Background: an optimization exercise with open tools, aiming at small area, a short achievable clock period and few clock cycles per item. Do not read the settings as production practice. RTL that was checked went through simulation tests only; none was proved equivalent to the original. Power figures rest on the tool's default switching activity, not on a simulated workload.

## before
Design SQRT, start of the top module:
module SQRT(
	RST,
	CLK,
	IN_VALID,
	IN,
	OUT_VALID,
	OUT
);
Size: ~270 cells after synthesis, ~36 flip-flops, roughly 32 I/O pins, ~0.0022 mm² of cells after synthesis.
==> module SQRT, before the edit <==
module SQRT(
	RST,
	CLK,
	IN_VALID,
	IN,
	OUT_VALID,
	OUT
);
input CLK;
input RST;
input [15:0] IN;
input IN_VALID;
output [11:0] OUT;
output OUT_VALID;
reg OUT_VALID;
reg [3:0] k;        
reg [13:0] G;       
reg [2:0] L;        
reg [12:0] B;       
reg formP;          
wire idle = (k == 4'd15);
wire last = (k == 4'd0);
wire cin = formP | (|L);
wire [14:0] sum = {1'b0, G} + {2'b01, ~B} + {14'd0, cin};
wire acc = sum[14];
wire xbit = L[2] ^ ~(L[1] | L[0]);   
wire inbit = (formP | acc) ? xbit : L[2];
wire [13:0] rem = acc ? sum[13:0] : G;
wire big = (&IN[15:4]) & (|IN[3:0]);
always @(posedge CLK) begin
	if (idle) begin
		G <= big ? 14'd0 : {1'b0, IN[15:3]};
		L <= big ? 3'd0 : IN[2:0];
		formP <= 1'b0;
	end else begin
		formP <= formP | acc;
		G <= {rem[12:0], inbit};
		L <= {L[1:0], 1'b0};
	end
end
integer i;
always @(posedge CLK) begin
	for (i = 0; i < 13; i = i + 1) begin
		if (idle)
			B[i] <= (i < 11);
		else if (k == i - 1)
			B[i] <= acc;
		else if (k == i + 1)
			B[i] <= 1'b0;
	end
end
assign OUT = B[12:1];
always @(posedge CLK) begin
	if (RST)
		k <= 4'd15;
	else if (IN_VALID)
		k <= 4'd11;
	else if (!idle)
		k <= k - 4'd1;
end
always @(posedge CLK) begin
	if (RST)
		OUT_VALID <= 1'b0;
	else
		OUT_VALID <= last;
end
endmodule
export LEC_CHECK = 0
export CAP_MARGIN = 20
export CORE_MARGIN = 2
export CORE_UTILIZATION = 60
export SLEW_MARGIN = 20
create_clock -name core_clock -period 10.0 [get_ports {CLK}]
run.sh (not shown) runs the stock make flow with config.mk's settings and CLKGATE_MAP_FILE= SYNTH_SCRIPT=/design/flow/synth_recipe.tcl, a recipe that flattens the netlist after the stock synthesis.
In summary, before completed successfully, with a layout that passed the timing, design-rule and antenna checks.
Testbench counts of before, summed over its fixed seeds: cycles 41,608, items 3,200.
## Diff of input files: after against before
==> flow/design.v <==
module SQRT(
	RST,
	CLK,
	IN_VALID,
	IN,
	OUT_VALID,
	OUT
);
input CLK;
input RST;
input [15:0] IN;
input IN_VALID;
output [11:0] OUT;
output OUT_VALID;
reg OUT_VALID;
reg [3:0] k;        
reg [13:0] G;       
reg [2:0] L;        
reg [11:0] Y;       
wire idle = (k == 4'd15);
wire last = (k == 4'd0);
reg [11:0] mask;
integer i;
always @(*) begin
	for (i = 0; i < 12; i = i + 1)
		mask[i] = (i < k);
end
wire [13:0] B = {1'b0, Y, 1'b0} | {2'b00, mask};
wire formP = |Y;                    
wire cin = formP | (|L);
wire [14:0] sum = {1'b0, G} + {1'b0, ~B} + {14'd0, cin};
wire acc = sum[14];
wire xbit = L[2] ^ ~(L[1] | L[0]);   
wire inbit = (formP | acc) ? xbit : L[2];
wire [13:0] rem = acc ? sum[13:0] : G;
wire big = (&IN[15:4]) & (|IN[3:0]);
always @(posedge CLK) begin
	if (idle) begin
		G <= big ? 14'd0 : {1'b0, IN[15:3]};
		L <= big ? 3'd0 : IN[2:0];
	end else begin
		G <= {rem[12:0], inbit};
		L <= {L[1:0], 1'b0};
	end
end
always @(posedge CLK) begin
	for (i = 0; i < 12; i = i + 1) begin
		if (idle)
			Y[i] <= 1'b0;
		else if (k == i)
			Y[i] <= acc;
	end
end
assign OUT = Y;
always @(posedge CLK) begin
	if (RST)
		k <= 4'd15;
	else if (IN_VALID)
		k <= 4'd11;
	else if (!idle)
		k <= k - 4'd1;
end
always @(posedge CLK) begin
	if (RST)
		OUT_VALID <= 1'b0;
	else
		OUT_VALID <= last;
end
endmodule
Notes after the runs:
- after did not stop at any stage, and its layout met the timing, design-rule and antenna checks.
- Of before and after, the higher via count of the first global-routing pass belongs to after.
- Compared after vs before, and number of cells produced by synthesis is down in after.
- Compared with before, in after clock network power essentially unchanged, post-route worst setup slack now sits lower, count of clock-buffer cells in the layout now larger, share of synthesized cell area in full adder, half adder and majority cells shows an increase of 0.72 points.
- Going from before to after, total number of vias up 7.0%; non-clock buffer area fraction after layout comparable; relative contribution of combinational cells to total power down 14 points.
Function not checked in after: the RTL went through the layout flow alone.

---

Setup of old:
SQRT, a different RTL version from the one above (not shown whole).
Size: ~260 cells after synthesis, roughly 33 flip-flops, about 32 I/O pins, about 1900 sq um of cells after synthesis.
==> module SQRT, before the edit <==
module SQRT(
	RST,
	CLK,
	IN_VALID,
	IN,
	OUT_VALID,
	OUT
);
input CLK;
input RST;
input [15:0] IN;
input IN_VALID;
output [11:0] OUT;
output OUT_VALID;
reg OUT_VALID;
reg [13:0] G;       
reg [2:0] L;        
reg [13:0] E;       
reg formP;          
wire idle = ~E[0];
reg [12:0] hot;
reg run;
integer i;
always @(*) begin
	run = 1'b1;
	for (i = 0; i < 13; i = i + 1) begin
		run = run & E[i];
		hot[i] = run & ~E[i+1];
	end
end
wire last = hot[0];
wire [12:0] B = E[13:1];
wire cin = formP | (|L);
wire [14:0] sum = {1'b0, G} + {2'b01, ~B} + {14'd0, cin};
wire acc = sum[14];
wire xbit = L[2] ^ ~(L[1] | L[0]);   
wire inbit = (formP | acc) ? xbit : L[2];
wire [13:0] rem = acc ? sum[13:0] : G;
wire big = (&IN[15:4]) & (|IN[3:0]);
always @(posedge CLK) begin
	if (idle) begin
		G <= big ? 14'd0 : {1'b0, IN[15:3]};
		L <= big ? 3'd0 : IN[2:0];
		formP <= 1'b0;
	end else begin
		G <= {rem[12:0], inbit};
		L <= {L[1:0], 1'b0};
		formP <= formP | acc;
	end
end
always @(posedge CLK) begin
	if (RST)
		E[0] <= 1'b0;
	else if (IN_VALID)
		E[0] <= 1'b1;
	else if (hot[0])
		E[0] <= 1'b0;
	for (i = 1; i < 14; i = i + 1) begin
		if (IN_VALID)
			E[i] <= (i < 12);
		else if (i >= 2 && hot[i-2])
			E[i] <= acc;
		else if (i < 13 && hot[i])
			E[i] <= 1'b0;
	end
end
assign OUT = E[13:2];
always @(posedge CLK) begin
	if (RST)
		OUT_VALID <= 1'b0;
	else
		OUT_VALID <= last;
end
endmodule
Settings: LEC_CHECK=0, CAP_MARGIN=20, CORE_MARGIN=2, CORE_UTILIZATION=60, SLEW_MARGIN=20; clock period 10.0 ns.
standard.sh (not shown) runs the stock make flow with config.mk's settings and CLKGATE_MAP_FILE= SYNTH_SCRIPT=/design/flow/synth_recipe.tcl, a recipe that flattens the netlist after the stock synthesis.
==> flow/flow/run.sh <==
#!/bin/bash
# Standard layout, except:
# - ABC maps the logic with flow/area.abc (area-oriented) instead of the speed script;
#   everything else in synthesis is the standard script (synth_recipe.tcl), so the
#   registers and their names are the standard synthesis's;
# - the smallest buffer on each input and output port;
# - timing repair aimed at a setup slack well beyond the required 0.
set -euo pipefail
W=$PWD
export BUFFER_PORTS_ARGS="-buffer_cell sky130_fd_sc_hd__buf_1"
export SETUP_SLACK_MARGIN=7.1
export MY_ABC_SCRIPT=$W/flow/area.abc
export FLOW_SYNTH_TCL=$W/synth_recipe.tcl
sed "s#SYNTH_SCRIPT=[^ ]*#SYNTH_SCRIPT=$W/flow/my_synth.tcl#" standard.sh > my_standard.sh
grep -q "SYNTH_SCRIPT=$W/flow/my_synth.tcl" my_standard.sh
bash my_standard.sh > standard_make.log 2>&1
==> flow/flow/area.abc <==
strash
dch
map -a
topo
==> flow/flow/my_synth.tcl <==
# The standard synthesis, with its ABC mapping script replaced by the one in MY_ABC_SCRIPT.
proc abc {args} {
  set i [lsearch -exact $args -script]
  if { $i >= 0 && [info exists ::env(MY_ABC_SCRIPT)] } {
    set args [lreplace $args [expr {$i + 1}] [expr {$i + 1}] $::env(MY_ABC_SCRIPT)]
  }
  yosys abc {*}$args
}
source $::env(FLOW_SYNTH_TCL)
Testbench counts of old, summed over its fixed seeds: cycles 41,608, items 3,200.
Setup changes, old to new
==> flow/design.v <==
module SQRT(
	RST,
	CLK,
	IN_VALID,
	IN,
	OUT_VALID,
	OUT
);
input CLK;
input RST;
input [15:0] IN;
input IN_VALID;
output [11:0] OUT;
output OUT_VALID;
reg OUT_VALID;
reg [3:0] k;        
reg [13:0] G;       
reg [2:0] L;        
reg [12:0] B;       
reg flag;           
reg formP;          
wire idle = (k == 4'd15);
wire last = (k == 4'd0);
wire cin = formP | (|L);
wire [14:0] sum = {1'b0, G} + {2'b01, ~B} + {14'd0, cin};
wire acc = sum[14];
wire xbit = L[2] ^ ~(L[1] | L[0]);   
wire inbit = (formP | acc) ? xbit : L[2];
wire [13:0] rem = acc ? sum[13:0] : G;
wire first = (k == 4'd11);
wire big = first ? (&G[12:1]) & (G[0] | (|L)) : flag;
always @(posedge CLK) begin
	flag <= big;
	if (idle) begin
		G <= {1'b0, IN[15:3]};
		L <= IN[2:0];
		formP <= 1'b0;
	end else begin
		formP <= formP | acc;
		G <= {rem[12:0], inbit};
		L <= {L[1:0], 1'b0};
	end
end
integer i;
always @(posedge CLK) begin
	for (i = 0; i < 13; i = i + 1) begin
		if (idle)
			B[i] <= (i < 11);
		else if (k == i - 1)
			B[i] <= acc & ~big;
		else if (k == i + 1)
			B[i] <= 1'b0;
	end
end
assign OUT = B[12:1];
always @(posedge CLK) begin
	if (RST)
		k <= 4'd15;
	else if (IN_VALID)
		k <= 4'd11;
	else if (!idle)
		k <= k - 4'd1;
end
always @(posedge CLK) begin
	if (RST)
		OUT_VALID <= 1'b0;
	else
		OUT_VALID <= last;
end
endmodule
Results
new reached the final stage; the timing, design-rule and antenna checks on its layout passed.
The higher synthesis-to-layout area growth came out of old.
Combined global-route utilization of all metal layers, new and old: smaller value in new
On new: global placement routability congestion is 0.70% lower than what old gave.
The more densely filled core belongs to old, not new.
Total number of placement rows was higher in new than in old.
In the tables for new and old, summed area of non-filler cells in the final layout reads higher with new.
Only the layout flow was run in new; the RTL was not checked for function there.

==> separate check: timing with driven ports <==
In the flow no input, the clock included, has a driving cell. The finished layouts below were timed again as built, in two steps.
Step 1 (the two cells are an assumption about what drives the block):
set clk [get_ports {CLK}]
set_driving_cell -lib_cell sky130_fd_sc_hd__clkbuf_16 $clk
set_driving_cell -lib_cell sky130_fd_sc_hd__buf_2 [delete_from_list [all_inputs] $clk]
Step 2 also shifts input and output timing later by t, the mid clock arrival at the registers, as if the neighbouring blocks saw the same clock.
a / b / c = no drivers / after step 1 / after step 2; a / b = the first two.
run | t (ns) | setup WS [ns] | pins driven straight from the clock port
before | 0.314 | 6.422 / 6.427 / 6.113 | 1
after | 0.319 | 6.259 / 6.259 / 6.132 | 1
old | 0.363 | 7.134 / 7.111 / 6.838 | 1
new | 0.368 | 7.138 / 7.113 / 7.268 | 1
After both steps setup and hold are still met in every run listed. The setup slack of before, which loses most, moves by +0.005 ns with the drivers and by -0.309 ns with both steps.
